This is an optimization exercise on Yosys and OpenROAD, whose aim is small area and a short achievable clock period, not a production implementation. Where RTL was checked, it was by simulation tests only, not by an equivalence proof against the original. Only the layout flow was run in run 1; the RTL was not checked for function there. Power and IR drop assume default switching activity.

### design.v
module adler32 (
  input         rst_n, clk,
  input         size_valid,
  input  [31:0] size,
  input         data_start,
  input  [ 7:0] data,
  output        checksum_valid,
  output [31:0] checksum
);
  wire busy, in_data, last_data;
  controller ctl( rst_n, clk, size_valid, data_start,
    last_data, checksum_valid, busy, in_data );
  datapath datap( clk, size, busy, data, in_data, last_data, checksum );
endmodule
module controller (
  input      rst_n, clk,
  input      size_valid,
  input      data_start,
  input      last_data,
  output reg checksum_valid,
  output     busy,
  output reg in_data
);
  reg wait_ds;
  wire idle = ~(wait_ds | in_data | checksum_valid);
  wire go   = idle & size_valid;
  assign busy = wait_ds | in_data;
  always @( posedge clk ) begin
    wait_ds        <= rst_n & ( go & ~data_start | wait_ds & ~data_start );
    in_data        <= rst_n & ( ( go | wait_ds ) & data_start | in_data & ~last_data );
    checksum_valid <= rst_n & in_data & last_data;
  end
endmodule
module datapath (
  input         clk,
  input  [31:0] size,
  input         busy,
  input  [ 7:0] data,
  input         in_data,
  output        last_data,
  output [31:0] checksum
);
  reg  [15:0] A, B;
  reg  [31:0] size_cnt;
  assign checksum  = { B, A };
  assign last_data = ( size_cnt == 32'h00000001 );
  always @( posedge clk )
    size_cnt <= busy ? size_cnt - in_data : size;
  wire [15:0] nA;
  modadd8 addA ( A, data, nA );
  wire [7:0] al = A[7:0], bl = B[7:0];
  wire [7:0] x1 = al ^ bl, g1 = al & bl;
  wire [7:0] s1 = x1 ^ data;                      
  wire [8:0] c1 = { g1 | ( x1 & data ), 1'b0 };
  wire [9:0] Z0, Z1, Z2;
  csadd #( 8'd0  ) z0 ( s1, c1, Z0 );
  csadd #( 8'd15 ) z1 ( s1, c1, Z1 );
  csadd #( 8'd30 ) z2 ( s1, c1, Z2 );
  wire [9:0] S0 = A[15:8] + B[15:8];
  wire [9:0] S1 = S0 + 10'd1;
  wire [9:0] S2 = S0 + 10'd2;
  wire [9:0] S3 = S0 + 10'd3;
  wire [3:0] f1 = { S3[9] | S3[8], S2[9] | S2[8], S1[9] | S1[8], S0[9] | S0[8] };
  wire [3:0] f2 = { S3[9], S2[9], S1[9], S0[9] };
  wire       ge1 = f1[Z1[9:8]];
  wire       ge2 = f2[Z2[9:8]];
  wire [1:0] q  = ge2 ? Z2[9:8] : ge1 ? Z1[9:8] : Z0[9:8];
  wire [7:0] lo = ge2 ? Z2[7:0] : ge1 ? Z1[7:0] : Z0[7:0];
  wire [7:0] hi = q[1] ? ( q[0] ? S3[7:0] : S2[7:0] ) : ( q[0] ? S1[7:0] : S0[7:0] );
  wire [15:0] nB = { hi, lo };
  always @( posedge clk ) begin
    A <= in_data ? nA : 16'd1;
    B <= in_data ? nB : 16'd0;
  end
endmodule
module csadd #( parameter [7:0] K = 8'd0 ) (
  input  [7:0] s,
  input  [8:0] c,
  output [9:0] z
);
  wire [8:0] s2 = { c[8], s ^ c[7:0] ^ K };
  wire [9:0] c2 = { c[8] & 1'b0, ( s & c[7:0] ) | ( ( s | c[7:0] ) & K ), 1'b0 };
  wire [9:0] zz;
  ks #(9) add ( s2, c2[8:0], 1'b0, zz );
  assign z = zz;
endmodule
module modadd8 (
  input  [15:0] x,
  input  [ 7:0] d,
  output [15:0] y
);
  wire [9:0] lo, s15;
  ks #(8) add_lo ( x[7:0], d, 1'b0, lo );
  wire [7:0] cs_s = x[7:0] ^ d ^ 8'h0f;
  wire [8:0] cs_c = { ( x[7:0] & d ) | ( ( x[7:0] | d ) & 8'h0f ), 1'b0 };
  ks #(9) add_15 ( { 1'b0, cs_s }, cs_c, 1'b0, s15 );
  wire       hff  = &x[15:8];
  wire       hfe  = ( x[15:8] == 8'hfe );
  wire       wrap = hff & ( s15[9] | s15[8] ) | hfe & s15[9];
  wire [7:0] hi1  = x[15:8] + 1'b1;
  wire [7:0] hi   = lo[8] ? hi1 : x[15:8];
  assign y = wrap ? { 8'h00, s15[7:0] } : { hi, lo[7:0] };
endmodule
module ks #( parameter W = 8 ) (
  input  [W-1:0] a, b,
  input          ci,
  output [9:0]   s
);
  localparam L = $clog2( W );
  wire [W-1:0] g [0:L];
  wire [W-1:0] p [0:L];
  assign g[0] = a & b;
  assign p[0] = a ^ b;
  genvar i, j;
  generate
    for( j = 0; j < L; j = j + 1 ) begin : lvl
      for( i = 0; i < W; i = i + 1 ) begin : bt
        if( i >= ( 1 << j ) ) begin : mrg
          assign g[j+1][i] = g[j][i] | p[j][i] & g[j][i-(1<<j)];
          assign p[j+1][i] = p[j][i] & p[j][i-(1<<j)];
        end else begin : pas
          assign g[j+1][i] = g[j][i];
          assign p[j+1][i] = p[j][i];
        end
      end
    end
  endgenerate
  wire [W:0] c = { g[L] | p[L] & { W{ci} }, ci };
  wire [W:0] r = { c[W], p[0] ^ c[W-1:0] };
  assign s = r;
endmodule
### flow/run.sh
#!/bin/bash
# The standard ORFS layout with two changes:
#  - Yosys's full/half-adder extraction is off (ADDER_MAP_FILE empty), so
#    ABC maps all of the arithmetic itself;
#  - ports are buffered with buf_2 instead of the default delay buffer.
set -u
export ADDER_MAP_FILE=
export BUFFER_PORTS_ARGS="-buffer_cell sky130_fd_sc_hd__buf_2"
bash standard.sh > standard.log 2>&1
### standard.sh
#!/bin/bash
# synth_recipe.tcl (not shown) runs the flow's synth.tcl, then flattens the netlist and writes it again
# the make line also repeats each setting of config.mk as NAME=value (left out here)
make -C /OpenROAD-flow-scripts/flow DESIGN_CONFIG=/design/flow/config.mk WORK_HOME=/design/flow/orfs CLKGATE_MAP_FILE= SYNTH_SCRIPT=/design/flow/synth_recipe.tcl "${@:-finish}"
### config.mk
export PLATFORM = sky130hd
export DESIGN_NAME = adler32
export DESIGN_NICKNAME = adler32
export VERILOG_FILES = /design/flow/design.v
export SDC_FILE = /design/flow/constraint.sdc
export NUM_CORES = 4
export LEC_CHECK = 0
export ABC_AREA = 1
export CAP_MARGIN = 20
export CORE_MARGIN = 2
export CORE_UTILIZATION = 40
export SETUP_SLACK_MARGIN = 3.6
export SLEW_MARGIN = 20
### constraint.sdc
create_clock -name core_clock -period 6.5 [get_ports {clk}]
set_input_delay 1.3000 -clock core_clock [delete_from_list [all_inputs] [get_ports {clk}]]
set_output_delay 1.3000 -clock core_clock [all_outputs]
set_load 0.01 [all_outputs]
==> results of run 1 <==
-- cell usage after synthesis (6+ instances only) --
master / count / area [um^2]
a21oi_1: 44 / 220
a31oi_1: 22 / 138
clkbuf_1: 8 / 30.0
dfxtp_1: 67 / 1340
inv_1: 112 / 420
inv_2: 23 / 86.3
nand2_1: 272 / 1020
nand2_2: 30 / 188
nand2_4: 6 / 67.6
nand3_1: 94 / 470
nand3_2: 12 / 120
nand4_1: 6 / 37.5
nor2_1: 119 / 447
nor2_2: 6 / 37.5
nor3_1: 17 / 85.1
o21ai_0: 34 / 170
o21ai_1: 10 / 50.1
or2_2: 9 / 56.3
xnor2_1: 6 / 52.6
xor2_1: 20 / 175
-- final timing paths --
| check | cells past startpoint | slack [ns] | to |
|---|---|---|---|
| hold / removal | 2 | 0.47 | datap.size_cnt[7] |
| hold reg to reg | 2 | 0.47 | datap.size_cnt[7] |
| setup reg to reg | 19 | 3.42 | datap.B[15] |
| setup / recovery | 17 | 3.10 | datap.B[15] |
-- cells by family (layout without fill, tap and decap cells) --
group                     after synthesis  after routing  synth area share
buffers and inverters                 149            333             0.102
AOI/OAI and AO/OA                     132            132             0.132
DFF                                    67             67             0.232
xor gates and xnor gates               26             26            0.0394
and+or+nand+nor                       602            606             0.494
-- sequential cells by signal (all words and copies together) (netlist names) --
| name | count |
|---|---|
| datap.B | 16 |
| datap.size_cnt | 32 |
| ctl.checksum_valid | 1 |
| datap.A | 16 |
| ctl.wait_ds | 1 |
| ctl.in_data | 1 |
-- placed cells by master (no fill, tap or decap), types with 9 or more instances in the layout --
| master | n |
|---|---|
| nor2_4 | 18 |
| o21ai_0 | 25 |
| buf_2 | 68 |
| xor2_1 | 18 |
| nand3_2 | 41 |
| nor2_2 | 15 |
| nand2_2 | 61 |
| a21oi_1 | 28 |
| dfxtp_1 | 64 |
| nor3_1 | 11 |
| nand2_1 | 203 |
| or2_2 | 9 |
| nand3_4 | 21 |
| nand2_4 | 36 |
| a21oi_2 | 13 |
| buf_4 | 89 |
| buf_6 | 13 |
| nand2_8 | 9 |
| nor2_1 | 96 |
| inv_1 | 93 |
| clkbuf_16 | 9 |
| inv_2 | 30 |
| a31oi_1 | 19 |
| nand3_1 | 51 |
-- critical path, cell delays in order --
cell	delay [ns]
buf_4	0.13
inv_2	0.06
nand3_2	0.07
nand2_2	0.09
a21oi_1	0.10
nor2_4	0.24
nand2_2	0.15
nor3_1	0.21
nand2_1	0.12
o211ai_1	0.19
nand3_4	0.18
buf_12	0.18
buf_4	0.13
nand3_2	0.12
nand3_1	0.13
nand3_1	0.13
a21oi_2	0.06
-- power by group through the flow --
stage / Clock (mW) / Sequential, mW / Combinational (mW)
final: 0.497 / 0.539 / 2.03
after global placement: 0 / 0.544 / 1.22
after global routing: 0.524 / 0.547 / 2.17
after CTS: 0.506 / 0.536 / 1.64
after floorplan: 0 / 0.540 / 1.00
after detailed placement: 0 / 0.542 / 1.22
-- layout make-up --
cell class	count	share of cell area
repair buffers	179	0.148
flip-flops and latches	67	0.151
multi-input cells	764	0.578
clock buffers	11	0.0272
clock inverters	5	0.00588
well taps	180	0.0252
repair inverters	1	0.000980
inverters	137	0.0643
-- through the flow --
| step | std cells | utilization | hold slack, ns | worst slack (ns) |
|---|---|---|---|---|
| finish | 1344 | 0.639 | 0.471 | 3.10 |
| global route | 1344 | 0.639 | 0.504 | 3.02 |
| CTS | 1305 | 0.585 | 0.473 | 3.29 |
| detailed placement | 1221 | 0.473 | 0.467 | 2.56 |
| global placement | 1221 | 0.473 | 0.459 | 2.63 |
| floorplan | 976 | - | 0.447 | 3.31 |
-- metal layers --
layer	global-route usage	vias to the layer above	part of all wire
met5	0	-	0
met4	0.101	0	0.038
met3	0.0403	74	0.049
met2	0.409	231	0.49
met1	0.301	3215	0.42
li1	-	3541	-
-- timing repair --
action | 4_1_cts | 5_1_grt
setup endpoints to repair | 35 | 34
cloned | 5 | 0
buffers inserted | 63 | 39
resized for setup | 175 | 111
pin swaps | 59 | 71
==> impl_metrics.env, run 1 <==
export IMPL_status="complete, no violations"
export IMPL_vdd_drop_max_uv=157
export IMPL_clkSinkCount=67
export IMPL_p_switching_mw=1.50
export IMPL_io_pins=77
export IMPL_timing_final_crit_share=0.522
export IMPL_synthFlopType="dfxtp_1"
export IMPL_fillers=1223
export IMPL_slew_headroom=0.398
export IMPL_maxCapViolCount=0
export IMPL_fmax_mhz=294
export IMPL_drt_iter0_drc=586
export IMPL_power_frac_comb=0.662
export IMPL_synth_edff_count=0
export IMPL_yosysSeqAreaShare=0.232
export IMPL_synth_warnings=4
export IMPL_cp_start_kind="primary input"
export IMPL_fp_coreArea_um2=14000
export IMPL_wire_per_inst_um=14.7
export IMPL_io_buffers=76
export IMPL_clk_pin_slew_ns=0.06
export IMPL_nets=1203
export IMPL_root_buffer="clkbuf_16"
export IMPL_synth_cells=976
export IMPL_multi_input_comb_area_um2=5160
export IMPL_yosys_register_bits=67
export IMPL_synth_distinct_cells=49
export IMPL_p_clk_frac=0.162
export IMPL_min_from="datap.size_cnt[7]"
export IMPL_drv_slew=0
export IMPL_p_total_mw=3.07
export IMPL_tns_ns=0
export IMPL_critPathLaunch="data[7]"
export IMPL_grt_setup_unrepaired="true"
export IMPL_dp_hpwl_um=11900
export IMPL_clk_path_buf_depth=2
export IMPL_gp_congestion=0.906
export IMPL_place_area_um2=6620
export IMPL_die_width_um=124
export IMPL_path_class="in2reg"
export IMPL_drc=0
export IMPL_p_per_area_nw_per_um2=343
export IMPL_final_layout_size_suffix_gt1_frac=0.436
export IMPL_netlist_area_um2=5780
export IMPL_area_growth_pct=54.6
export IMPL_drtAntennaViolNets=0
export IMPL_finalHoldViolations=0
export IMPL_grt_max_degree=41
export IMPL_finalWirelength_um=19700
export IMPL_seq_power_share=0.176
export IMPL_grt_overflow_total=0
export IMPL_htreeDepth=3
export IMPL_viasPerCell=5.25
export IMPL_synthesis_nets=1020
export IMPL_hold_buffers=0
export IMPL_grt_usage=0.241
export IMPL_swShare=0.489
export IMPL_grt_pass1_wl_um=29400
export IMPL_cts_tree="done"
export IMPL_rr_startpoint="datap.A[9]"
export IMPL_leakage_nw=4.37
export IMPL_finalInstanceArea_um2=8930
export IMPL_cts_buffers=9
export IMPL_register_area_um2=1350
export IMPL_cp_required_ns=6.70
export IMPL_clock_skew_ns=0.00562
export IMPL_hold_path_class="reg2reg"
export IMPL_avgSynthCellArea_um2=5.92
export IMPL_final_setup_viol_count=0
export IMPL_rows=43
export IMPL_first_global_vias=6342
export IMPL_start_util=0.413
export IMPL_cp_arrival_ns=3.60
export IMPL_die_y_um=124
export IMPL_antenna_found_initial=0
export IMPL_clk_latency_ns=0.34
export IMPL_internal_power_mw=1.57
export IMPL_dieArea_um2=15400
export IMPL_vias=7061
export IMPL_antenna_cells=0
export IMPL_drt_pre_antenna_iters=7
export IMPL_period_needed_ns=3.40
export IMPL_worst_slew_pin_slew_ns=0.897
export IMPL_worstPathMaxFanout=6
export IMPL_crit_path_end_kind="flip-flop"
export IMPL_synthArstFlopShare=0
==> inputs of run 2 (changes only) <==
--- a/design.v
+++ b/design.v
@@ -108,3 +108,3 @@
 );
-  localparam L = $clog2( W );
+  localparam L = ( W > 16 ) ? 5 : ( W > 8 ) ? 4 : ( W > 4 ) ? 3 : ( W > 2 ) ? 2 : 1;
   wire [W-1:0] g [0:L];
--- a/config.mk
+++ b/config.mk
@@ -10,4 +10,5 @@
 export CORE_MARGIN = 2
-export CORE_UTILIZATION = 40
-export SETUP_SLACK_MARGIN = 3.6
+export CORE_UTILIZATION = 65
+export CTS_BUF_LIST = sky130_fd_sc_hd__clkbuf_8
+export SETUP_SLACK_MARGIN = 3.2
 export SLEW_MARGIN = 20
==> run 2 against run 1 <==
Critical endpoint is now datap.B[13]. Largest cell class unchanged. Synthesized cell count is the same. Highest routed layer unchanged. Core utilization grew 25 points. Sequential power is essentially flat. Largest power group unchanged. Die area shrank 37%.
==> impl_metrics.env, run 2 <==
export IMPL_yosysTopAreaCell="dfxtp_1"
export IMPL_io_pins=77
export IMPL_maxCapViolCount=0
export IMPL_rows=34
export IMPL_first_global_vias=5619
export IMPL_start_util=0.666
export IMPL_yosys_register_bits=67
export IMPL_synthArstFlopShare=0
export IMPL_tns_ns=0
export IMPL_synthFlopType="dfxtp_1"
export IMPL_crit_path_end_kind="flip-flop"
export IMPL_grt_usage=0.309
export IMPL_cts_tree="done"
export IMPL_synth_top_area_share=0.232
export IMPL_period_needed_ns=3.70
export IMPL_wire_per_inst_um=18.7
export IMPL_slew_headroom=0.474
export IMPL_fp_coreArea_um2=8680
export IMPL_path_class="in2reg"
export IMPL_htreeDepth=3
export IMPL_dieArea_um2=9660
export IMPL_cp_required_ns=6.77
export IMPL_drtAntennaViolNets=0
export IMPL_yosysSeqAreaShare=0.232
export IMPL_synth_top_family_by_area="simple AND/OR/NAND/NOR gates"
export IMPL_reg_largest_list="datap.size_cnt x32, datap.A x16, datap.B x16"
export IMPL_clk_path_buf_depth=2
export IMPL_die_width_um=98.3
export IMPL_top_register="datap.size_cnt"
export IMPL_synth_xor_area_frac=0.0394
export IMPL_drt_pre_antenna_iters=8
export IMPL_fin_util=0.886
export IMPL_final_cell_mix="221 x nand2_1, 104 x inv_1, 103 x nor2_1, 71 x nand3_1, 69 x buf_2"
export IMPL_synth_warnings=4
export IMPL_synth_area_mux_share=0
export IMPL_worstPathMaxFanout=7
export IMPL_clkSinkCount=67
export IMPL_area_growth_pct=33.1
export IMPL_die_y_um=98.3
export IMPL_hold_path_class="reg2reg"
export IMPL_synthSimpleGateAreaFrac=0.494
export IMPL_worst_slew_pin_slew_ns=0.784
export IMPL_p_per_area_nw_per_um2=362
export IMPL_root_buffer="clkbuf_8"
export IMPL_fin_ws_ns=2.80
export IMPL_whs_ns=0.486
export IMPL_final_layout_size_suffix_gt1_frac=0.336
export IMPL_drt_iter0_drc=1194
export IMPL_ys_top_cells_by_area="dfxtp_1 23%, nand2_1 18%, nand3_1 8.1%"
export IMPL_vias=7759
export IMPL_avgSynthCellArea_um2=5.92
export IMPL_antenna_found_initial=0
export IMPL_synth_most_common_cell="nand2_1"
export IMPL_nets=1142
export IMPL_grt_setup_unrepaired="true"
export IMPL_rr_worst_depth=17
export IMPL_grt_overflow_total=0
export IMPL_grt_max_degree=41
export IMPL_cp_arrival_ns=3.97
export IMPL_place_area_um2=6230
export IMPL_synth_distinct_cells=49
export IMPL_vdd_drop_max_uv=217
export IMPL_finalInstanceArea_um2=7690
export IMPL_timing_final_crit_share=0.569
export IMPL_gp_congestion=0.952
export IMPL_fmax_mhz=270
export IMPL_drv_slew=0
export IMPL_finalWirelength_um=22700
export IMPL_drc=0
export IMPL_leakage_nw=3.87
export IMPL_io_buffers=76
export IMPL_status="complete, no violations"
export IMPL_synth_edff_count=0
export IMPL_whs_path_depth=2
export IMPL_final_common_cell="nand2_1"
export IMPL_clock_skew_ns=0.0131
export IMPL_largest_register_ffs=32
export IMPL_viasPerCell=6.41
export IMPL_synthAdderAreaFrac=0
export IMPL_pre_cts_slack_ns=2.54
export IMPL_synthTopCellsByCount="272 x nand2_1, 119 x nor2_1, 112 x inv_1"
export IMPL_synthesis_nets=1020
export IMPL_netlist_area_um2=5780
export IMPL_cts_buffers=9
export IMPL_antenna_cells=0
export IMPL_synth_cells=976
export IMPL_final_setup_viol_count=0
export IMPL_hold_buffers=0
export IMPL_dp_hpwl_um=11200
export IMPL_clk_pin_slew_ns=0.08
export IMPL_fillers=485
export IMPL_clk_latency_ns=0.38
export IMPL_cp_start_kind="primary input"
export IMPL_finalHoldViolations=0
export IMPL_synth_compound_area_frac=0.132
export IMPL_grt_pass1_wl_um=25000
run 2: cell counts after synthesis:
Identical to the previous run, type by type.
run 2: cell type report:
class	count	area (um^2)	share of cell area
Clock inverter	7	98.8	0.0129
Inverter	137	537	0.0698
Sequential cell	67	1340	0.175
Tap cell	108	135	0.0176
Multi-Input combinational cell	763	4700	0.611
Timing Repair Buffer	120	754	0.0981
Clock buffer	9	124	0.0161
run 2: what timing repair did:
item / 4_1_cts / 5_1_grt
gates cloned: 2 / 1
buffers inserted: 10 / 33
endpoints found under the setup margin: 24 / 33
pin swaps: 6 / 61
resized for setup: 31 / 190
run 2: worst max-delay path, cell delays in order:
cell	delay, ns
buf_4	0.13
nand3_1	0.11
nand2_1	0.08
nand2_1	0.18
nand2_1	0.12
nand2_2	0.12
nand2_4	0.10
nor2_4	0.25
a31oi_2	0.18
nand2_1	0.12
nand2_1	0.09
nand2_4	0.13
nand2_2	0.08
nand3_4	0.20
buf_6	0.19
nand3_4	0.14
inv_4	0.13
nand3_1	0.12
a21oi_1	0.21
run 2: path summary, 6_finish.rpt:
kind,endpoint,slack [ns],from
max,datap.B[13],2.80,data[7]
max reg2reg,datap.B[13],3.15,datap.A[11]
min,datap.size_cnt[5],0.49,datap.size_cnt[5]
min reg2reg,datap.size_cnt[5],0.49,datap.size_cnt[5]
run 2: kinds of logic after synthesis:
group,Yosys count
flip-flops,67
AND/OR/NAND/NOR,602
XOR/XNOR,26
AO/OA/AOI/OAI,132
buffers and inverters,149
run 2: power by group:
group	switching [mW]	internal, mW
registers	0.0659	0.472
clock network	0.195	0.219
logic	1.21	0.619
run 2: per-layer routing:
metal  global-route usage  share of wire  vias to the layer above
met5                    0              0                        -
met1                0.416           0.35                     3410
met3               0.0573           0.12                      242
met4               0.0980          0.083                        0
met2                0.502           0.45                      703
li1                     -              -                     3404
run 2: per-stage QoR:
stage,instances,total power [mW]
floorplan,976,1.45
global placement,1149,1.65
detailed placement,1149,1.66
CTS,1177,2.17
global route,1211,2.88
finish,1211,2.78
==> inputs of run 3 (changes only) <==
--- a/config.mk
+++ b/config.mk
@@ -10,5 +10,4 @@
 export CORE_MARGIN = 2
-export CORE_UTILIZATION = 65
-export CTS_BUF_LIST = sky130_fd_sc_hd__clkbuf_8
-export SETUP_SLACK_MARGIN = 3.2
+export CORE_UTILIZATION = 40
+export SETUP_SLACK_MARGIN = 3.25
 export SLEW_MARGIN = 20
==> run 3 against run 2 <==
Sequential share of layout area decreased by 0.41 points. Worst setup slack gained 0.36 ns. Worst hold slack got worse by 0.0076 ns. Combinational power fell by 9.8%. Register-to-register slack better by 0.43 ns. Via count shrank 16%. Count of clock-buffer cells in the layout is 4 higher. First-iteration DRC count down 65%. Critical path type unchanged. Largest power group unchanged.
==> impl_metrics.env, run 3 <==
export IMPL_finalHoldViolations=0
export IMPL_tns_ns=0
export IMPL_wl_met2_um=7870
export IMPL_p_total_mw=2.68
export IMPL_viasPerCell=5.10
export IMPL_crit_path_end_kind="flip-flop"
export IMPL_cts_tree="done"
export IMPL_ys_top_cells_by_area="dfxtp_1 23%, nand2_1 18%, nand3_1 8.1%"
export IMPL_instances_no_fill=1278
export IMPL_top_register="datap.size_cnt"
export IMPL_final_cell_mix="220 x nand2_1, 105 x nor2_1, 104 x inv_1, 69 x buf_2, 66 x dfxtp_1"
export IMPL_hold_buffers=0
export IMPL_synth_top_area_share=0.232
export IMPL_met3WireLength_um=890
export IMPL_maxCapViolCount=0
export IMPL_die_width_um=124
export IMPL_drt_pre_antenna_iters=7
export IMPL_grt_overflow_total=0
export IMPL_grt_usage=0.204
export IMPL_synth_distinct_cells=49
export IMPL_vdd_drop_max_uv=178
export IMPL_wire_per_inst_um=12.9
export IMPL_synth_edff_count=0
export IMPL_antenna_cells=0
export IMPL_cp_required_ns=6.74
export IMPL_hold_path_class="reg2reg"
export IMPL_synth_warnings=4
export IMPL_io_pins=77
export IMPL_root_buffer="clkbuf_16"
export IMPL_synthArstFlopShare=0
export IMPL_top_layer="met4"
export IMPL_whs_path_depth=2
export IMPL_timing_final_crit_share=0.514
export IMPL_gp_congestion=0.906
export IMPL_largest_register_ffs=32
export IMPL_grt_max_degree=30
export IMPL_clock_skew_ns=0.00421
export IMPL_whs_ns=0.479
export IMPL_yosys_register_bits=67
export IMPL_clk_pin_slew_ns=0.06
export IMPL_dp_cells=1222
export IMPL_path_class="in2reg"
export IMPL_yosysTopAreaCell="dfxtp_1"
export IMPL_drtAntennaViolNets=0
export IMPL_slew_headroom=0.468
export IMPL_met1_length_um=7440
export IMPL_start_util=0.413
export IMPL_worst_slew_pin_slew_ns=0.793
export IMPL_die_y_um=124
export IMPL_fmax_mhz=299
export IMPL_dieArea_um2=15400
export IMPL_place_area_um2=6320
export IMPL_finalInstanceArea_um2=7890
export IMPL_cp_start_kind="primary input"
export IMPL_fin_ws_ns=3.16
export IMPL_synthesis_nets=1020
export IMPL_worstPathMaxFanout=8
export IMPL_synth_most_common_cell="nand2_1"
export IMPL_area_growth_pct=36.5
export IMPL_pre_cts_slack_ns=2.61
export IMPL_netlist_area_um2=5780
export IMPL_leakage_nw=3.91
export IMPL_fin_util=0.564
export IMPL_finalWirelength_um=16500
export IMPL_dp_hpwl_um=11400
export IMPL_final_common_cell="nand2_1"
export IMPL_cp_arrival_ns=3.58
export IMPL_first_global_vias=5756
export IMPL_clk_path_buf_depth=2
export IMPL_drt_iter0_drc=414
export IMPL_fillers=1353
export IMPL_fp_coreArea_um2=14000
export IMPL_status="complete, no violations"
export IMPL_nets=1138
export IMPL_p_per_area_nw_per_um2=340
export IMPL_rr_worst_depth=23
export IMPL_clk_latency_ns=0.34
export IMPL_synth_cells=976
export IMPL_vias=6523
export IMPL_grt_setup_unrepaired="true"
export IMPL_final_layout_size_suffix_gt1_frac=0.334
export IMPL_synthTopCellsByCount="272 x nand2_1, 119 x nor2_1, 112 x inv_1"
export IMPL_clkSinkCount=67
export IMPL_avgSynthCellArea_um2=5.92
export IMPL_cts_buffers=9
export IMPL_antenna_found_initial=0
export IMPL_htreeDepth=3
export IMPL_grt_pass1_wl_um=25400
export IMPL_reg_largest_list="datap.size_cnt x32, datap.A x16, datap.B x16"
export IMPL_period_needed_ns=3.34
export IMPL_final_setup_viol_count=0
export IMPL_drv_slew=0
export IMPL_rows=43
export IMPL_io_buffers=76
export IMPL_synthFlopType="dfxtp_1"
export IMPL_drc=0
export IMPL_yosysSeqAreaShare=0.232
run 3: kinds of logic after synthesis:
kind of cell           count (synthesis)  synth area share
buffers and inverters                149             0.102
XOR/XNOR                              26            0.0394
AO/OA/AOI/OAI                        132             0.132
AND/OR/NAND/NOR                      602             0.494
flip-flops                            67             0.232
run 3: critical path, cell delays in order:
cell,delay [ns]
buf_8,0.09
inv_4,0.04
o21ai_4,0.18
nand3_4,0.13
inv_1,0.12
nand3_4,0.11
nand2_4,0.11
nor2_4,0.07
a21oi_4,0.22
nand3_4,0.14
nand2_4,0.12
nand2_4,0.06
nand3_4,0.13
nand2_4,0.10
nand2_4,0.11
nand3_4,0.14
nand2_4,0.13
nand2_1,0.07
a21oi_1,0.13
nor2_1,0.06
run 3: final timing paths:
kind	end	slack, ns	from
worst max-delay path	datap.B[9]	3.16	data[5]
worst min-delay path	datap.size_cnt[5]	0.48	datap.size_cnt[5]
worst max register to register	datap.B[9]	3.58	datap.A[3]
worst min register to register	datap.size_cnt[5]	0.48	datap.size_cnt[5]
run 3: repair_timing:
item	in CTS	in global routing
buffers inserted	11	28
resized for setup	35	200
endpoints found under the setup margin	20	34
cloned	1	1
pin swaps	9	57
run 3: routing by layer:
metal	GRT usage	up-vias
li1	-	3396
met1	0.271	2953
met2	0.335	149
met3	0.0389	25
met4	0.0618	0
met5	0	-
run 3: report_power, final:
part | total, mW | switching, mW | internal, mW
registers | 0.531 | 0.0587 | 0.473
clock network | 0.498 | 0.183 | 0.315
logic | 1.65 | 1.03 | 0.617
total | 2.68 | 1.27 | 1.41
run 3: area by class of cell:
class	instances	area, um^2	area share
clock buffer	13	260	0.0330
clock inverter	2	35.0	0.00444
inverter	137	539	0.0684
multi-input combinational	762	4720	0.598
sequential	67	1350	0.170
tap	180	225	0.0285
timing repair buffer	117	764	0.0969
==> inputs of run 4 (changes only) <==
--- a/config.mk
+++ b/config.mk
@@ -11,3 +11,3 @@
 export CORE_UTILIZATION = 40
-export SETUP_SLACK_MARGIN = 3.25
+export SETUP_SLACK_MARGIN = 3.1
 export SLEW_MARGIN = 20
==> run 4 against run 3 <==
Clock power about the same. Die area unchanged. Combinational power decreased by 21%. Count of clock-buffer cells in the layout stayed put. Non-clock buffer count shrank 22. Global-route usage down 0.38 points. Sequential share of layout area up 1.9 points. Register-to-register slack better by 0.05 ns. Design area is 10% lower. Critical endpoint unchanged. Largest cell class unchanged.
==> impl_metrics.env, run 4 <==
export IMPL_status="complete, no violations"
export IMPL_nets=1117
export IMPL_whs_ns=0.479
export IMPL_grt_usage=0.200
export IMPL_instances_no_fill=1257
export IMPL_finalInstanceArea_um2=7100
export IMPL_met1_length_um=7320
export IMPL_first_global_vias=5636
export IMPL_met3WireLength_um=763
export IMPL_drt_iter0_drc=435
export IMPL_top_layer="met4"
export IMPL_grt_setup_unrepaired="true"
export IMPL_rows=43
export IMPL_io_pins=77
export IMPL_worstPathCellList="buf_2, nand3_4, nand2_2, inv_2, nand2_2, inv_1, nand3_1, nand2_4, a21oi_1, nand2_1, a21oi_2, inv_2, nand3_4, nand2_4, nand2_4, nand3_4, nand2_4, nand2_1, a21oi_1, nor2_1"
export IMPL_p_total_mw=2.34
export IMPL_area_growth_pct=22.8
export IMPL_dp_cells=1222
export IMPL_finalWirelength_um=15300
export IMPL_synth_compound_area_frac=0.132
export IMPL_synth_area_mux_share=0
export IMPL_final_setup_viol_count=0
export IMPL_drv_slew=0
export IMPL_top_register="datap.size_cnt"
export IMPL_clk_path_buf_depth=2
export IMPL_finalHoldViolations=0
export IMPL_fin_ws_ns=3.18
export IMPL_slowest_stage="a21oi_2"
export IMPL_final_layout_size_suffix_gt1_frac=0.252
export IMPL_yosysSeqAreaShare=0.232
export IMPL_critical_path_max_stage_delay_ns=0.24
export IMPL_reg_largest_list="datap.size_cnt x32, datap.A x16, datap.B x16"
export IMPL_slew_headroom=0.518
export IMPL_root_buffer="clkbuf_16"
export IMPL_worst_slew_pin_slew_ns=0.719
export IMPL_drtAntennaViolNets=0
export IMPL_synthTopCellsByCount="272 x nand2_1, 119 x nor2_1, 112 x inv_1"
export IMPL_final_common_cell="nand2_1"
export IMPL_synthArstFlopShare=0
export IMPL_netlist_area_um2=5780
export IMPL_fin_util=0.507
export IMPL_final_cell_mix="253 x nand2_1, 112 x nor2_1, 112 x inv_1, 80 x nand3_1, 75 x buf_2"
export IMPL_worstPathMaxFanout=8
export IMPL_fmax_mhz=301
export IMPL_dieArea_um2=15400
export IMPL_yosysTopAreaCell="dfxtp_1"
export IMPL_synth_top_family_by_area="simple AND/OR/NAND/NOR gates"
export IMPL_p_per_area_nw_per_um2=329
export IMPL_tns_ns=0
export IMPL_clock_skew_ns=0.00330
export IMPL_vias=6304
export IMPL_grt_overflow_total=0
export IMPL_crit_path_frequent_cell="nand2_4"
export IMPL_ys_top_cells_by_area="dfxtp_1 23%, nand2_1 18%, nand3_1 8.1%"
export IMPL_wl_met2_um=6960
export IMPL_synth_most_common_cell="nand2_1"
export IMPL_gp_congestion=0.906
export IMPL_yosys_register_bits=67
export IMPL_synthAdderAreaFrac=0
export IMPL_maxCapViolCount=0
export IMPL_leakage_nw=3.62
export IMPL_hold_path_class="reg2reg"
export IMPL_synth_edff_count=0
export IMPL_drc=0
export IMPL_io_buffers=76
export IMPL_cp_required_ns=6.73
export IMPL_fp_coreArea_um2=14000
export IMPL_largest_register_ffs=32
export IMPL_antenna_cells=0
export IMPL_drt_pre_antenna_iters=5
export IMPL_path_class="in2reg"
export IMPL_pre_cts_slack_ns=2.61
export IMPL_avgSynthCellArea_um2=5.92
export IMPL_vdd_drop_max_uv=172
export IMPL_place_area_um2=6320
export IMPL_synth_xor_area_frac=0.0394
export IMPL_cts_tree="done"
export IMPL_synth_distinct_cells=49
export IMPL_clk_pin_slew_ns=0.06
export IMPL_timing_final_crit_share=0.511
export IMPL_wire_per_inst_um=12.1
export IMPL_htreeDepth=3
export IMPL_synth_warnings=4
export IMPL_cts_buffers=9
export IMPL_synthSimpleGateAreaFrac=0.494
export IMPL_synthFlopType="dfxtp_1"
export IMPL_synth_top_area_share=0.232
export IMPL_period_needed_ns=3.32
export IMPL_synth_cells=976
export IMPL_viasPerCell=5.02
export IMPL_dp_hpwl_um=11400
export IMPL_synthesis_nets=1020
export IMPL_cp_arrival_ns=3.55
export IMPL_crit_path_end_kind="flip-flop"
export IMPL_die_y_um=124
export IMPL_antenna_found_initial=0
export IMPL_start_util=0.413
export IMPL_die_width_um=124
export IMPL_grt_max_degree=30
export IMPL_clk_latency_ns=0.34
export IMPL_grt_pass1_wl_um=25000
export IMPL_cp_start_kind="primary input"
export IMPL_clkSinkCount=67
## run 4: kinds of logic (layout without fill, tap and decap cells)
family                    after synthesis  in the layout
AOI/OAI and AO/OA                     132            132
xor gates and xnor gates               26             26
buffers and inverters                 149            247
DFF                                    67             67
and+or+nand+nor                       602            605
## run 4: critical path, delay by kind of cell
kind,cells,cell delay [ns]
buf+inv,4,0.34
compound gates,3,0.59
simple gates,13,1.32
## run 4: final cells by class
cell class	instances	area, um^2
Fill cell	1478	6890
Sequential cell	67	1340
Inverter	137	524
Multi-Input combinational cell	763	4180
Clock buffer	13	260
Tap cell	180	225
Timing Repair Buffer	95	526
Clock inverter	2	35.0
## run 4: report_power, final
group	switching, mW	leakage (nW)	internal [mW]
Clock	0.180	0.146	0.315
Combinational	0.839	2.92	0.470
Sequential	0.0583	0.555	0.473
## run 4: path summary, 6_finish.rpt
kind                          start            endpoint  slack, ns  cells after the start
setup / recovery            data[2]          datap.B[9]       3.18                     20
hold / removal    datap.size_cnt[5]   datap.size_cnt[5]       0.48                      2
setup reg to reg        ctl.in_data  datap.size_cnt[31]       3.63                     17
hold reg to reg   datap.size_cnt[5]   datap.size_cnt[5]       0.48                      2
## run 4: per-layer routing
metal | global-route usage | up-vias
li1 | - | 3357
met1 | 0.268 | 2784
met2 | 0.332 | 149
met3 | 0.0366 | 14
met4 | 0.0520 | 0
met5 | 0 | -
## run 4: timing repair
item	4_1_cts	5_1_grt
pin swaps	0	13
cloned	0	3
setup endpoints to repair	8	33
gates resized for setup	9	68
hold buffers	0	0
buffers inserted	2	15
==> inputs of run 5 (changes only) <==
--- a/config.mk
+++ b/config.mk
@@ -11,3 +11,3 @@
 export CORE_UTILIZATION = 40
-export SETUP_SLACK_MARGIN = 3.1
+export SETUP_SLACK_MARGIN = 3.0
 export SLEW_MARGIN = 20
==> run 5 against run 4 <==
Power down 0.55%. Clock skew grew 0.0011 ns. Sequential power about the same. Routed wire length fell by 0.76%. Synthesized cell count is the same. Register-to-register slack is essentially flat. Critical path type unchanged. Critical endpoint unchanged.
==> impl_metrics.env, run 5 <==
export IMPL_root_buffer="clkbuf_16"
export IMPL_crit_buf_inv=4
export IMPL_worstPathCellList="buf_2, nand3_2, nand2_2, inv_2, nand2_2, inv_1, nand3_1, nand2_4, a21oi_1, nand2_1, a21oi_2, inv_2, nand3_4, nand2_4, nand2_4, nand3_4, nand2_4, nand2_1, a21oi_1, nor2_1"
export IMPL_synthesis_nets=1020
export IMPL_pre_cts_slack_ns=2.61
export IMPL_r2r_end="datap.B[14]"
export IMPL_die_width_um=124
export IMPL_hold_path_endpoint="datap.size_cnt[5]"
export IMPL_drtAntennaViolNets=0
export IMPL_timing_final_crit_share=0.512
export IMPL_grt_max_degree=30
export IMPL_final_layout_size_suffix_gt1_frac=0.245
export IMPL_worst_slew_pin_slew_ns=0.717
export IMPL_reg_largest_list="datap.size_cnt x32, datap.A x16, datap.B x16"
export IMPL_p_per_area_nw_per_um2=330
export IMPL_drt_pre_antenna_iters=5
export IMPL_grt_pass1_wl_um=25000
export IMPL_cp_start_kind="primary input"
export IMPL_start_util=0.413
export IMPL_io_buffers=76
export IMPL_clk_pin_slew_ns=0.06
export IMPL_critical_path_max_stage_delay_ns=0.24
export IMPL_instances_no_fill=1258
export IMPL_cts_tree="done"
export IMPL_area_growth_pct=21.7
export IMPL_synthArstFlopShare=0
export IMPL_slew_headroom=0.519
export IMPL_antenna_cells=0
export IMPL_period_needed_ns=3.33
export IMPL_critical_path_top_delay_family="simple AND/OR/NAND/NOR gates"
export IMPL_ys_top_cells_by_area="dfxtp_1 23%, nand2_1 18%, nand3_1 8.1%"
export IMPL_io_pins=77
export IMPL_viasPerCell=5.00
export IMPL_dp_hpwl_um=11400
export IMPL_fp_coreArea_um2=14000
export IMPL_status="complete, no violations"
export IMPL_grt_util_met3=0.0371
export IMPL_nets=1118
export IMPL_grt_overflow_total=0
export IMPL_dp_cells=1222
export IMPL_clk_path_buf_depth=2
export IMPL_clock_skew_ns=0.00445
export IMPL_top_register="datap.size_cnt"
export IMPL_slowest_stage="a21oi_2"
export IMPL_cp_required_ns=6.73
export IMPL_min_from="datap.size_cnt[5]"
export IMPL_cts_buffers=9
export IMPL_rrSetupSlack_ns=3.63
export IMPL_grt_setup_unrepaired="true"
export IMPL_netlist_area_um2=5780
export IMPL_worstPathMaxFanout=8
export IMPL_avgSynthCellArea_um2=5.92
export IMPL_synth_distinct_cells=49
export IMPL_drc=0
export IMPL_rr_startpoint="datap.A[8]"
export IMPL_use_met1=0.268
export IMPL_gp_congestion=0.906
export IMPL_wire_per_inst_um=12.0
export IMPL_grt_busiest_layer="met2"
export IMPL_rows=43
export IMPL_crit_path_frequent_cell="nand2_4"
export IMPL_htreeDepth=3
export IMPL_final_cell_mix="258 x nand2_1, 113 x nor2_1, 112 x inv_1, 82 x nand3_1, 76 x buf_2"
export IMPL_whs_path_depth=2
export IMPL_hold_buffers=0
export IMPL_drv_slew=0
export IMPL_grt_usage=0.200
export IMPL_synth_most_common_cell="nand2_1"
export IMPL_finalHoldViolations=0
export IMPL_maxCapViolCount=0
export IMPL_fmax_mhz=300
export IMPL_vdd_drop_max_uv=166
export IMPL_antenna_found_initial=0
export IMPL_yosysSeqAreaShare=0.232
export IMPL_synthFlopType="dfxtp_1"
export IMPL_final_setup_viol_count=0
export IMPL_yosysTopAreaCell="dfxtp_1"
export IMPL_crit_path_end_kind="flip-flop"
export IMPL_synth_cells=976
export IMPL_fin_ws_ns=3.17
export IMPL_synth_edff_count=0
export IMPL_path_class="in2reg"
export IMPL_yosys_register_bits=67
export IMPL_die_y_um=124
export IMPL_finalWirelength_um=15100
export IMPL_synth_top_area_share=0.232
export IMPL_hold_path_class="reg2reg"
export IMPL_final_common_cell="nand2_1"
export IMPL_use_met2=0.331
export IMPL_drt_iter0_drc=383
export IMPL_clk_latency_ns=0.34
export IMPL_largest_register_ffs=32
export IMPL_rr_worst_depth=19
export IMPL_tns_ns=0
export IMPL_synthTopCellsByCount="272 x nand2_1, 119 x nor2_1, 112 x inv_1"
export IMPL_vias=6289
export IMPL_cp_arrival_ns=3.56
export IMPL_dieArea_um2=15400
export IMPL_synth_warnings=4
export IMPL_clkSinkCount=67
export IMPL_first_global_vias=5637
export IMPL_leakage_nw=3.61
## run 5: cell counts after synthesis
No cell type changed its count.
## run 5: layout make-up
type / count / area, um^2
fillers: 1485 / 6960
multi-input cells: 763 / 4120
flip-flops and latches: 67 / 1340
repair buffers: 96 / 531
inverters: 137 / 522
clock buffers: 13 / 260
well taps: 180 / 225
clock inverters: 2 / 35.0
## run 5: report_power, final
group          internal [mW]  switching [mW]
logic                  0.465           0.832
registers              0.473          0.0579
clock network          0.315           0.180
total                   1.25            1.07
## run 5: cells by family after synthesis
group                     after synthesis  synth area share
buffers and inverters                 149             0.102
AOI/OAI and AO/OA                     132             0.132
and+or+nand+nor                       602             0.494
xor gates and xnor gates               26            0.0394
DFF                                    67             0.232
## run 5: per-layer routing
layer,part of all wire,vias to the layer above
met4,0.0099,0
li1,-,3354
met3,0.051,14
met5,0,-
met2,0.46,147
met1,0.48,2774
## run 5: how the worst max path moves through the flow
stage               depth (start not counted)    start  slack (ns)           to
floorplan                                  18  data[5]        3.26  datap.B[10]
global placement                           20  data[4]        2.63  datap.B[14]
detailed placement                         22  data[4]        2.61  datap.B[14]
CTS                                        22  data[4]        3.03  datap.B[14]
global route                               24  data[1]        2.94   datap.B[9]
finish                                     20  data[2]        3.17   datap.B[9]
## run 5: what timing repair did
item,in CTS,in global routing
cloned,0,3
pin swaps,0,12
endpoints found under the setup margin,4,26
setup buffers,2,16
gates resized for setup,3,58
## run 5: per-stage QoR
| step | instance area [um^2] | hold slack [ns] | util | power, mW |
|---|---|---|---|---|
| floorplan | 5780 | 0.447 | - | 1.45 |
| global placement | 6320 | 0.458 | 0.452 | 1.67 |
| detailed placement | 6320 | 0.475 | 0.452 | 1.66 |
| CTS | 6650 | 0.483 | 0.475 | 2.18 |
| global route | 7030 | 0.507 | 0.503 | 2.53 |
| finish | 7030 | 0.479 | 0.503 | 2.32 |
## run 5: worst reg2reg max path, stage by stage (launching register included)
cell	delay [ns]
dfxtp_1	0.35
nand2_1	0.09
inv_1	0.08
nor2_1	0.44
nand2_1	0.15
nor2_1	0.17
nand2_1	0.16
nor2_2	0.16
nand3_1	0.12
nand2_1	0.07
inv_1	0.04
nand3_1	0.11
nand3_4	0.12
nand2_4	0.13
nand2_4	0.07
nand3_4	0.14
nand2_4	0.08
nand2_1	0.07
nand3_1	0.08
a21oi_1	0.15
==> inputs of run 6 (changes only) <==
--- a/config.mk
+++ b/config.mk
@@ -11,2 +11,3 @@
 export CORE_UTILIZATION = 40
+export CTS_BUF_LIST = sky130_fd_sc_hd__clkbuf_4
 export SETUP_SLACK_MARGIN = 3.0
==> run 6 against run 5 <==
Clock skew increased by 0.0041 ns. Core utilization decreased by 3.2 points. Flip-flop and latch count is the same. First-iteration DRC count grew 3.7%. Power down 14%. Critical path type unchanged. Largest power group unchanged.
==> impl_metrics.env, run 6 <==
export IMPL_status="complete, no violations"
export IMPL_synthTopCellsByCount="272 x nand2_1, 119 x nor2_1, 112 x inv_1"
export IMPL_ys_top_cells_by_area="dfxtp_1 23%, nand2_1 18%, nand3_1 8.1%"
export IMPL_fillers=1538
export IMPL_p_clk_frac=0.138
export IMPL_fmax_mhz=307
export IMPL_yosysSeqAreaShare=0.232
export IMPL_timing_final_crit_share=0.501
export IMPL_drv_slew=0
export IMPL_antenna_found_initial=0
export IMPL_clkSinkCount=67
export IMPL_clk_pin_slew_ns=0.11
export IMPL_drc=0
export IMPL_internal_power_uw=998
export IMPL_antenna_cells=0
export IMPL_viasPerCell=4.98
export IMPL_drt_pre_antenna_iters=7
export IMPL_worst_slew_pin_slew_ns=0.709
export IMPL_synth_top_area_share=0.232
export IMPL_finalWirelength_um=14700
export IMPL_rows=43
export IMPL_path_class="in2reg"
export IMPL_min_from="datap.size_cnt[5]"
export IMPL_p_switching_uw=994
export IMPL_cp_arrival_ns=3.61
export IMPL_cp_start_kind="primary input"
export IMPL_vias=6187
export IMPL_area_growth_pct=13.9
export IMPL_grt_max_degree=30
export IMPL_synth_edff_count=0
export IMPL_vdd_drop_max_uv=147
export IMPL_slew_headroom=0.525
export IMPL_place_area_um2=6320
export IMPL_rr_startpoint="datap.A[8]"
export IMPL_final_cell_mix="270 x nand2_1, 119 x nor2_1, 112 x inv_1, 90 x nand3_1, 76 x buf_2"
export IMPL_cts_buffers=9
export IMPL_seq_power_share=0.266
export IMPL_synth_most_common_cell="nand2_1"
export IMPL_synthFlopType="dfxtp_1"
export IMPL_grt_overflow_total=0
export IMPL_die_width_um=124
export IMPL_dieArea_um2=15400
export IMPL_final_setup_viol_count=0
export IMPL_cp_required_ns=6.85
export IMPL_largest_register_ffs=32
export IMPL_fin_ws_ns=3.24
export IMPL_p_total_mw=1.99
export IMPL_grt_pass1_wl_um=24800
export IMPL_pre_cts_slack_ns=2.61
export IMPL_clk_latency_ns=0.44
export IMPL_netlist_area_um2=5780
export IMPL_io_pins=77
export IMPL_die_y_um=124
export IMPL_dp_cells=1222
export IMPL_top_register="datap.size_cnt"
export IMPL_finalInstanceArea_um2=6580
export IMPL_synth_warnings=4
export IMPL_whs_ns=0.486
export IMPL_synthesis_nets=1020
export IMPL_fp_coreArea_um2=14000
export IMPL_clk_path_buf_depth=2
export IMPL_period_needed_ns=3.26
export IMPL_instances_no_fill=1242
export IMPL_maxCapViolCount=0
export IMPL_final_layout_size_suffix_gt1_frac=0.203
export IMPL_root_buffer="clkbuf_4"
export IMPL_yosys_register_bits=67
export IMPL_dp_hpwl_um=11400
export IMPL_wire_per_inst_um=11.8
export IMPL_hold_path_class="reg2reg"
export IMPL_grt_usage=0.199
export IMPL_drt_iter0_drc=397
export IMPL_synth_cells=976
export IMPL_critPathLaunch="data[1]"
export IMPL_synth_distinct_cells=49
export IMPL_start_util=0.413
export IMPL_synthArstFlopShare=0
export IMPL_multi_input_comb_area_um2=3940
export IMPL_htreeDepth=3
export IMPL_nets=1102
export IMPL_yosysTopAreaCell="dfxtp_1"
export IMPL_clock_skew_ns=0.00855
export IMPL_reg_largest_list="datap.size_cnt x32, datap.A x16, datap.B x16"
export IMPL_fin_util=0.470
export IMPL_p_per_area_nw_per_um2=303
export IMPL_avgSynthCellArea_um2=5.92
export IMPL_worstPathMaxFanout=12
export IMPL_power_frac_comb=0.596
export IMPL_final_common_cell="nand2_1"
export IMPL_swShare=0.499
export IMPL_hold_buffers=0
export IMPL_leakage_nw=3.43
export IMPL_first_global_vias=5599
export IMPL_register_area_um2=1340
export IMPL_drtAntennaViolNets=0
export IMPL_grt_setup_unrepaired="true"
export IMPL_cts_tree="done"
export IMPL_finalHoldViolations=0
export IMPL_gp_congestion=0.906
export IMPL_tns_ns=0
export IMPL_io_buffers=76
export IMPL_crit_path_end_kind="flip-flop"
[run 6: power by group through the flow]
stage | logic [mW] | clock network (mW) | registers, mW
after floorplan | 0.914 | 0 | 0.540
after detailed placement | 1.12 | 0 | 0.539
after global placement | 1.13 | 0 | 0.539
after global routing | 1.36 | 0.303 | 0.540
after CTS | 1.13 | 0.292 | 0.529
final | 1.19 | 0.275 | 0.530
[run 6: metal layers]
| layer | vias to the layer above | wire length, um | track usage |
|---|---|---|---|
| met1 | 2699 | 7070 | 0.267 |
| met4 | 0 | 163 | 0.0513 |
| li1 | 3316 | - | - |
| met5 | - | 0 | 0 |
| met2 | 158 | 6590 | 0.327 |
| met3 | 14 | 860 | 0.0385 |
[run 6: worst paths after layout]
check,end,slack (ns),cells past startpoint
worst max-delay path,datap.B[14],3.24,20
worst min-delay path,datap.size_cnt[5],0.49,2
worst max register to register,datap.B[14],3.60,19
worst min register to register,datap.size_cnt[5],0.49,2
[run 6: worst max-delay path, cell delays in order]
cell and delay [ns]:
buf_2 0.13, a21oi_1 0.20, nand3_1 0.16, nand2_1 0.13
nor2_1 0.07, a21oi_2 0.21, nand2_2 0.11, nand2_2 0.10
nand2_2 0.06, nand2_2 0.09, nand2_2 0.06, nand2_1 0.07
nand3_2 0.10, nand2_4 0.17, nand2_2 0.12, nand3_4 0.13
nand2_4 0.08, nand2_1 0.07, nand3_1 0.08, a21oi_1 0.15
[run 6: repair_timing]
| item | 4_1_cts | 5_1_grt |
|---|---|---|
| gates resized for setup | 0 | 20 |
| buffers inserted | 0 | 4 |
| endpoints found under the setup margin | 0 | 22 |
[run 6: kinds of logic (layout without fill, tap and decap cells)]
logic type	after synthesis	in the layout	share of synthesized area
AOI/OAI and AO/OA	132	132	0.132
DFF	67	67	0.232
xor gates and xnor gates	26	26	0.0394
buffers and inverters	149	234	0.102
and+or+nand+nor	602	603	0.494
[run 6: area by class of cell]
cell class / instances / share of cell area
inverters: 137 / 0.0789
repair buffers: 82 / 0.0646
well taps: 180 / 0.0342
clock buffers: 11 / 0.0125
flip-flops and latches: 67 / 0.204
clock inverters: 4 / 0.00646
multi-input cells: 761 / 0.599
==> inputs of run 7 (changes only) <==
==> flow/run.sh (replaced) <==
#!/bin/bash
# The standard ORFS layout with two changes:
#  - Yosys's full/half-adder extraction is off (ADDER_MAP_FILE empty), so
#    ABC maps all of the arithmetic itself;
#  - ports are buffered with buf_1 instead of the default delay buffer.
set -u
export ADDER_MAP_FILE=
export BUFFER_PORTS_ARGS="-buffer_cell sky130_fd_sc_hd__buf_1"
bash standard.sh > standard.log 2>&1
--- a/config.mk
+++ b/config.mk
@@ -11,3 +11,3 @@
 export CORE_UTILIZATION = 40
-export CTS_BUF_LIST = sky130_fd_sc_hd__clkbuf_4
+export PLACE_DENSITY = 0.75
 export SETUP_SLACK_MARGIN = 3.0
==> run 7 against run 6 <==
Still clean on timing, DRC and antenna. Core utilization up 2.0 points. First-iteration DRC count shrank 6.0%. Worst setup slack worse by 0.096 ns. Via count rose by 3.8%. Synthesized area unchanged. Count of clock-buffer cells in the layout down 2. Register-to-register slack improved by 0.07 ns. Synthesized cell count stayed put. Cell count up 0.81%.
==> impl_metrics.env, run 7 <==
export IMPL_worstPathCellList="clkbuf_2, nand3_2, nand2_2, inv_2, nand2_2, nand2_2, nand2_2, inv_2, a21oi_4, inv_2, nand2_1, nand2_1, nand2_1, o211ai_1, nand3_4, buf_4, nand3_4, inv_2, nand3_1, a21oi_1"
export IMPL_dp_hpwl_um=11200
export IMPL_fillers=1433
export IMPL_place_area_um2=6230
export IMPL_swShare=0.472
export IMPL_slowest_stage="a21oi_1"
export IMPL_synthArstFlopShare=0
export IMPL_final_cell_mix="262 x nand2_1, 113 x nor2_1, 111 x inv_1, 87 x nand3_1, 68 x buf_1"
export IMPL_grt_overflow_total=0
export IMPL_vias=6424
export IMPL_p_per_area_nw_per_um2=334
export IMPL_synthFlopType="dfxtp_1"
export IMPL_cts_buffers=9
export IMPL_cts_tree="done"
export IMPL_area_growth_pct=18.8
export IMPL_synth_distinct_cells=49
export IMPL_largest_register_ffs=32
export IMPL_timing_final_crit_share=0.516
export IMPL_final_common_cell="nand2_1"
export IMPL_avgSynthCellArea_um2=5.92
export IMPL_yosysTopAreaCell="dfxtp_1"
export IMPL_synthesis_nets=1020
export IMPL_die_y_um=124
export IMPL_yosysSeqAreaShare=0.232
export IMPL_htreeDepth=3
export IMPL_period_needed_ns=3.35
export IMPL_seq_power_share=0.230
export IMPL_slew_headroom=0.512
export IMPL_synth_top_family_by_area="simple AND/OR/NAND/NOR gates"
export IMPL_drc=0
export IMPL_tns_ns=0
export IMPL_clk_path_buf_depth=2
export IMPL_clk_latency_ns=0.35
export IMPL_dieArea_um2=15400
export IMPL_clock_skew_ns=0.00425
export IMPL_ys_top_cells_by_area="dfxtp_1 23%, nand2_1 18%, nand3_1 8.1%"
export IMPL_drtAntennaViolNets=0
export IMPL_synth_edff_count=0
export IMPL_hold_path_class="reg2reg"
export IMPL_top_register="datap.size_cnt"
export IMPL_synth_top_area_share=0.232
export IMPL_finalWirelength_um=14900
export IMPL_synth_cells=976
export IMPL_synth_area_mux_share=0
export IMPL_maxCapViolCount=0
export IMPL_finalHoldViolations=0
export IMPL_final_layout_size_suffix_gt1_frac=0.171
export IMPL_wl_met2_um=6740
export IMPL_fp_coreArea_um2=14000
export IMPL_synth_compound_area_frac=0.132
export IMPL_grt_pass1_wl_um=24300
export IMPL_synth_warnings=4
export IMPL_p_switching_mw=1.08
export IMPL_rows=43
export IMPL_worst_slew_pin_slew_ns=0.727
export IMPL_path_class="in2reg"
export IMPL_drv_slew=0
export IMPL_cp_arrival_ns=3.60
export IMPL_critical_path_top_delay_family="simple AND/OR/NAND/NOR gates"
export IMPL_clkSinkCount=67
export IMPL_met1_length_um=7070
export IMPL_antenna_found_initial=0
export IMPL_cp_required_ns=6.75
export IMPL_met3WireLength_um=712
export IMPL_root_buffer="clkbuf_16"
export IMPL_antenna_cells=0
export IMPL_p_clk_frac=0.224
export IMPL_internal_power_mw=1.21
export IMPL_drt_iter0_drc=373
export IMPL_grt_setup_unrepaired="true"
export IMPL_synthTopCellsByCount="272 x nand2_1, 119 x nor2_1, 112 x inv_1"
export IMPL_grt_usage=0.195
export IMPL_whs_ns=0.471
export IMPL_yosys_register_bits=67
export IMPL_hold_buffers=0
export IMPL_crit_path_end_kind="flip-flop"
export IMPL_gp_congestion=0.959
export IMPL_synthAdderAreaFrac=0
export IMPL_pre_cts_slack_ns=2.51
export IMPL_start_util=0.413
export IMPL_fmax_mhz=298
export IMPL_power_frac_comb=0.546
export IMPL_netlist_area_um2=5780
export IMPL_register_area_um2=1340
export IMPL_cp_start_kind="primary input"
export IMPL_grt_max_degree=41
export IMPL_synth_xor_area_frac=0.0394
export IMPL_leakage_nw=3.34
export IMPL_multi_input_comb_area_um2=4070
export IMPL_vdd_drop_max_uv=160
export IMPL_nets=1111
export IMPL_top_layer="met4"
export IMPL_status="complete, no violations"
export IMPL_die_width_um=124
export IMPL_drt_pre_antenna_iters=7
export IMPL_reg_largest_list="datap.size_cnt x32, datap.A x16, datap.B x16"
export IMPL_io_pins=77
export IMPL_critical_path_max_stage_delay_ns=0.18
export IMPL_fin_ws_ns=3.15
export IMPL_synth_most_common_cell="nand2_1"
export IMPL_clk_pin_slew_ns=0.06
export IMPL_worstPathMaxFanout=9
export IMPL_first_global_vias=5482
export IMPL_finalInstanceArea_um2=6860
export IMPL_wire_per_inst_um=11.9
export IMPL_io_buffers=76
export IMPL_final_setup_viol_count=0
export IMPL_synthSimpleGateAreaFrac=0.494
export IMPL_viasPerCell=5.13
export IMPL_crit_buf_inv=6
run 7: cell counts after synthesis:
No cell type changed its count.
run 7: per-stage QoR:
| step | std cells | power, mW | util |
|---|---|---|---|
| after floorplan | 976 | 1.45 | - |
| after global placement | 1222 | 1.64 | 0.445 |
| after detailed placement | 1222 | 1.65 | 0.445 |
| after CTS | 1242 | 2.19 | 0.472 |
| after global routing | 1252 | 2.49 | 0.491 |
| final | 1252 | 2.29 | 0.491 |
run 7: metal layers:
metal  vias to the layer above  track usage
met2                       190        0.319
met3                        25       0.0380
li1                       3353            -
met1                      2856        0.254
met4                         0       0.0695
met5                         -            0
run 7: power by group through the flow:
stage          Combinational (mW)  Sequential [mW]  Clock (mW)
3_5_place_dp                 1.11            0.536           0
2_1_floorplan               0.914            0.540           0
6_report                     1.25            0.527       0.513
5_1_grt                      1.42            0.537       0.538
4_1_cts                      1.14            0.527       0.525
3_3_place_gp                 1.11            0.534           0
run 7: final timing paths:
check | startpoint | slack (ns) | endpoint | cells after the start
setup / recovery | data[2] | 3.15 | datap.B[14] | 20
hold reg to reg | datap.size_cnt[5] | 0.47 | datap.size_cnt[5] | 2
hold / removal | datap.size_cnt[5] | 0.47 | datap.size_cnt[5] | 2
setup reg to reg | datap.A[9] | 3.67 | datap.B[9] | 19
run 7: final cells by class:
class,instances,share of cell area
clock buffer,9,0.0328
clock inverter,7,0.0122
inverter,137,0.0764
multi-input combinational,763,0.593
sequential,67,0.195
tap,180,0.0328
timing repair buffer,89,0.0578
run 7: logic make-up after synthesis:
logic type	Yosys count
AND/OR/NAND/NOR	602
buffers and inverters	149
XOR/XNOR	26
flip-flops	67
AO/OA/AOI/OAI	132
run 7: worst register-to-register path, delay by kind of cell (launching register included):
kind	cells	cell delay, ns
AOI/OAI and AO/OA	2	0.32
buffers and inverters	2	0.21
DFF	1	0.47
and+or+nand+nor	15	1.73
run 7: timing repair:
item | 4_1_cts | 5_1_grt
buffers inserted | 4 | 7
setup endpoints to repair | 8 | 26
gates cloned | 0 | 3
resized for setup | 9 | 52
pin swaps | 1 | 8
==> inputs of run 8 (changes only) <==
--- a/config.mk
+++ b/config.mk
@@ -11,3 +11,2 @@
 export CORE_UTILIZATION = 40
-export PLACE_DENSITY = 0.75
 export SETUP_SLACK_MARGIN = 3.0
==> run 8 against run 7 <==
Cell count up 0.48%. Largest cell class unchanged. Worst setup slack better by 0.043 ns. Maximum frequency up 1.3%. Clock skew up 0.0073 ns. Synthesized cell count unchanged. Clock power about the same. Design area up 2.2%. Critical path type unchanged. Power up 3.0%. Highest routed layer unchanged. Critical endpoint unchanged. Still clean. Core utilization up 1.1 points. Count of clock-buffer cells in the layout up 2. Sequential power up 0.9%. Non-clock buffer count up 7.
==> impl_metrics.env, run 8 <==
export IMPL_finalHoldViolations=0
export IMPL_synth_compound_area_frac=0.132
export IMPL_period_needed_ns=3.31
export IMPL_gp_congestion=0.913
export IMPL_cts_tree="done"
export IMPL_dp_cells=1222
export IMPL_wire_per_inst_um=12.0
export IMPL_final_cell_mix="254 x nand2_1, 112 x nor2_1, 112 x inv_1, 82 x nand3_1, 68 x buf_1"
export IMPL_synth_edff_count=0
export IMPL_first_global_vias=5581
export IMPL_final_setup_viol_count=0
export IMPL_clk_path_buf_depth=2
export IMPL_yosys_register_bits=67
export IMPL_clock_skew_ns=0.0115
export IMPL_synth_warnings=4
export IMPL_finalWirelength_um=15100
export IMPL_internal_power_mw=1.28
export IMPL_netlist_area_um2=5780
export IMPL_area_growth_pct=21.3
export IMPL_nets=1119
export IMPL_io_pins=77
export IMPL_rows=43
export IMPL_avgSynthCellArea_um2=5.92
export IMPL_synth_top_area_share=0.232
export IMPL_fmax_mhz=302
export IMPL_synthTopCellsByCount="272 x nand2_1, 119 x nor2_1, 112 x inv_1"
export IMPL_cts_buffers=9
export IMPL_finalInstanceArea_um2=7010
export IMPL_status="complete, no violations"
export IMPL_drt_pre_antenna_iters=5
export IMPL_leakage_nw=3.41
export IMPL_drc=0
export IMPL_drtAntennaViolNets=0
export IMPL_p_switching_mw=1.08
export IMPL_place_area_um2=6230
export IMPL_critical_path_top_delay_family="simple AND/OR/NAND/NOR gates"
export IMPL_die_width_um=124
export IMPL_fp_coreArea_um2=14000
export IMPL_slew_headroom=0.519
export IMPL_synth_most_common_cell="nand2_1"
export IMPL_hold_path_class="reg2reg"
export IMPL_dp_hpwl_um=11200
export IMPL_slowest_stage="buf_12"
export IMPL_grt_usage=0.200
export IMPL_htreeDepth=3
export IMPL_p_clk_frac=0.216
export IMPL_use_met1=0.263
export IMPL_use_met2=0.324
export IMPL_antenna_cells=0
export IMPL_largest_register_ffs=32
export IMPL_pre_cts_slack_ns=2.50
export IMPL_cp_start_kind="primary input"
export IMPL_synth_distinct_cells=49
export IMPL_grt_overflow_total=0
export IMPL_synthesis_nets=1020
export IMPL_crit_buf_inv=5
export IMPL_synth_cells=976
export IMPL_worst_slew_pin_slew_ns=0.718
export IMPL_io_buffers=76
export IMPL_clk_latency_ns=0.35
export IMPL_rr_worst_depth=20
export IMPL_start_util=0.413
export IMPL_grt_busiest_layer="met2"
export IMPL_p_per_area_nw_per_um2=337
export IMPL_tns_ns=0
export IMPL_whs_path_depth=2
export IMPL_fin_ws_ns=3.19
export IMPL_clkSinkCount=67
export IMPL_final_common_cell="nand2_1"
export IMPL_synthArstFlopShare=0
export IMPL_vias=6231
export IMPL_instances_no_fill=1258
export IMPL_grt_max_degree=30
export IMPL_drv_slew=0
export IMPL_fillers=1487
export IMPL_worstPathMaxFanout=8
export IMPL_cp_required_ns=6.74
export IMPL_maxCapViolCount=0
export IMPL_antenna_found_initial=0
export IMPL_grt_setup_unrepaired="true"
export IMPL_timing_final_crit_share=0.509
export IMPL_r2r_end="datap.B[14]"
export IMPL_hold_buffers=0
export IMPL_root_buffer="clkbuf_16"
export IMPL_min_from="datap.size_cnt[5]"
export IMPL_clk_pin_slew_ns=0.05
export IMPL_crit_path_end_kind="flip-flop"
export IMPL_yosysTopAreaCell="dfxtp_1"
export IMPL_cp_arrival_ns=3.55
export IMPL_top_register="datap.size_cnt"
export IMPL_grt_util_met3=0.0417
export IMPL_drt_iter0_drc=359
export IMPL_yosysSeqAreaShare=0.232
export IMPL_synth_area_mux_share=0
export IMPL_hold_path_endpoint="datap.size_cnt[5]"
export IMPL_reg_largest_list="datap.size_cnt x32, datap.A x16, datap.B x16"
export IMPL_ys_top_cells_by_area="dfxtp_1 23%, nand2_1 18%, nand3_1 8.1%"
export IMPL_synth_xor_area_frac=0.0394
export IMPL_path_class="in2reg"
export IMPL_synthSimpleGateAreaFrac=0.494
export IMPL_synthFlopType="dfxtp_1"
export IMPL_power_frac_comb=0.559
export IMPL_rrSetupSlack_ns=3.65
export IMPL_final_layout_size_suffix_gt1_frac=0.188
export IMPL_synthAdderAreaFrac=0
export IMPL_grt_pass1_wl_um=24800
export IMPL_rr_startpoint="datap.A[9]"
export IMPL_seq_power_share=0.225
export IMPL_swShare=0.458
export IMPL_vdd_drop_max_uv=167
export IMPL_synth_top_family_by_area="simple AND/OR/NAND/NOR gates"
export IMPL_worstPathCellList="clkbuf_2, inv_2, o21ai_4, inv_2, nand2_2, nand2_2, nand3_2, nand2_1, nor2_1, nand3_2, nand2_1, nand2_1, nand2_2, inv_2, nand2_2, nand3_4, buf_12, nand3_4, nand2_4, nand2_1, nand3_1, a21oi_1"
export IMPL_critical_path_max_stage_delay_ns=0.18
export IMPL_viasPerCell=4.95
export IMPL_die_y_um=124
export IMPL_dieArea_um2=15400
run 8: cell counts after synthesis:
Identical to the previous run, type by type.
run 8: logic make-up after synthesis:
kind of cell | Yosys count
AO/OA/AOI/OAI | 132
XOR/XNOR | 26
buffers and inverters | 149
flip-flops | 67
AND/OR/NAND/NOR | 602
run 8: final cells by class:
cell class | count | area, um^2 | area share
well taps | 180 | 225 | 0.0321
flip-flops and latches | 67 | 1340 | 0.192
inverters | 137 | 522 | 0.0744
clock buffers | 11 | 233 | 0.0332
clock inverters | 3 | 65.1 | 0.00928
multi-input cells | 764 | 4160 | 0.594
repair buffers | 96 | 460 | 0.0657
run 8: metrics by stage:
| step | utilization | hold slack, ns | power (mW) |
|---|---|---|---|
| after floorplan | - | 0.447 | 1.45 |
| after global placement | 0.445 | 0.459 | 1.66 |
| after detailed placement | 0.445 | 0.469 | 1.65 |
| after CTS | 0.469 | 0.476 | 2.18 |
| after global routing | 0.501 | 0.513 | 2.56 |
| final | 0.501 | 0.470 | 2.36 |
run 8: repair_timing:
action | 4_1_cts | 5_1_grt
setup buffers | 2 | 16
cloned | 0 | 4
resized for setup | 6 | 75
pin swaps | 0 | 12
setup endpoints to repair | 8 | 29
run 8: power by group through the flow:
stage                     combinational [mW]  sequential, mW  clock, mW
after global routing                    1.48           0.541      0.540
after global placement                  1.12           0.540          0
after CTS                               1.13           0.531      0.522
final                                   1.32           0.532      0.510
after floorplan                        0.914           0.540          0
after detailed placement                1.11           0.539          0
run 8: how the worst max path moves through the flow:
stage          slack (ns)    start  cells after the start     endpoint
3_3_place_gp         2.48  data[4]                     20   datap.B[9]
6_report             3.19  data[4]                     22  datap.B[14]
3_5_place_dp         2.50  data[4]                     21   datap.B[9]
5_1_grt              2.97  data[2]                     23   datap.A[1]
2_1_floorplan        3.26  data[5]                     18  datap.B[10]
4_1_cts              3.00  data[5]                     21   datap.B[9]
run 8: worst min-delay path, cell delays in order, from the launching register on:
cell and delay (ns):
dfxtp_1 0.30, nand2_1 0.06, a31oi_1 0.06
run 8: routing by layer:
layer | share of wire | routed length [um]
met1 | 0.49 | 7410
met2 | 0.45 | 6810
met3 | 0.043 | 657
met4 | 0.018 | 267
met5 | 0 | 0

-- afterwards: timing with drivers on the ports --
No port has a modelled driver above. Below, the same layouts with a new extraction and two added sets of constraints.
Step 1, drivers: a clkbuf_16 drives clk and a buf_2 each remaining input, both assumed.
Step 2, shift: input delay + t, output delay - t, t = (earliest + latest rising clock arrival at the registers) / 2. This alone moves slack from input paths to output paths.
Slacks: no drivers / after step 1 / after step 2; pairs: no drivers / after step 1.
run | t (ns) | setup WS [ns] | worst setup path after step 2 | latest minus earliest clock arrival (ns) | worst slew at a driven data input, ns
run 1 | 0.382 | 3.104 / 3.071 / 2.689 | input to register | 0.005 / 0.006 | 0.09
run 2 | 0.407 | 2.801 / 2.802 / 2.395 | input to register | 0.013 / 0.013 | 0.05
run 3 | 0.379 | 3.160 / 3.149 / 2.770 | input to register | 0.005 / 0.004 | 0.05
run 4 | 0.375 | 3.181 / 3.201 / 2.826 | input to register | 0.004 / 0.004 | 0.03
run 5 | 0.374 | 3.171 / 3.191 / 2.817 | input to register | 0.005 / 0.005 | 0.03
run 6 | 0.468 | 3.242 / 3.254 / 2.786 | input to register | 0.009 / 0.008 | 0.03
run 7 | 0.383 | 3.147 / 3.164 / 2.781 | input to register | 0.004 / 0.005 | 0.04
run 8 | 0.382 | 3.190 / 3.205 / 2.823 | input to register | 0.012 / 0.012 | 0.04
After both steps every run listed still meets setup and hold. The setup slack of run 6, which loses most, moves by +0.012 ns with the drivers and by -0.456 ns with both steps.
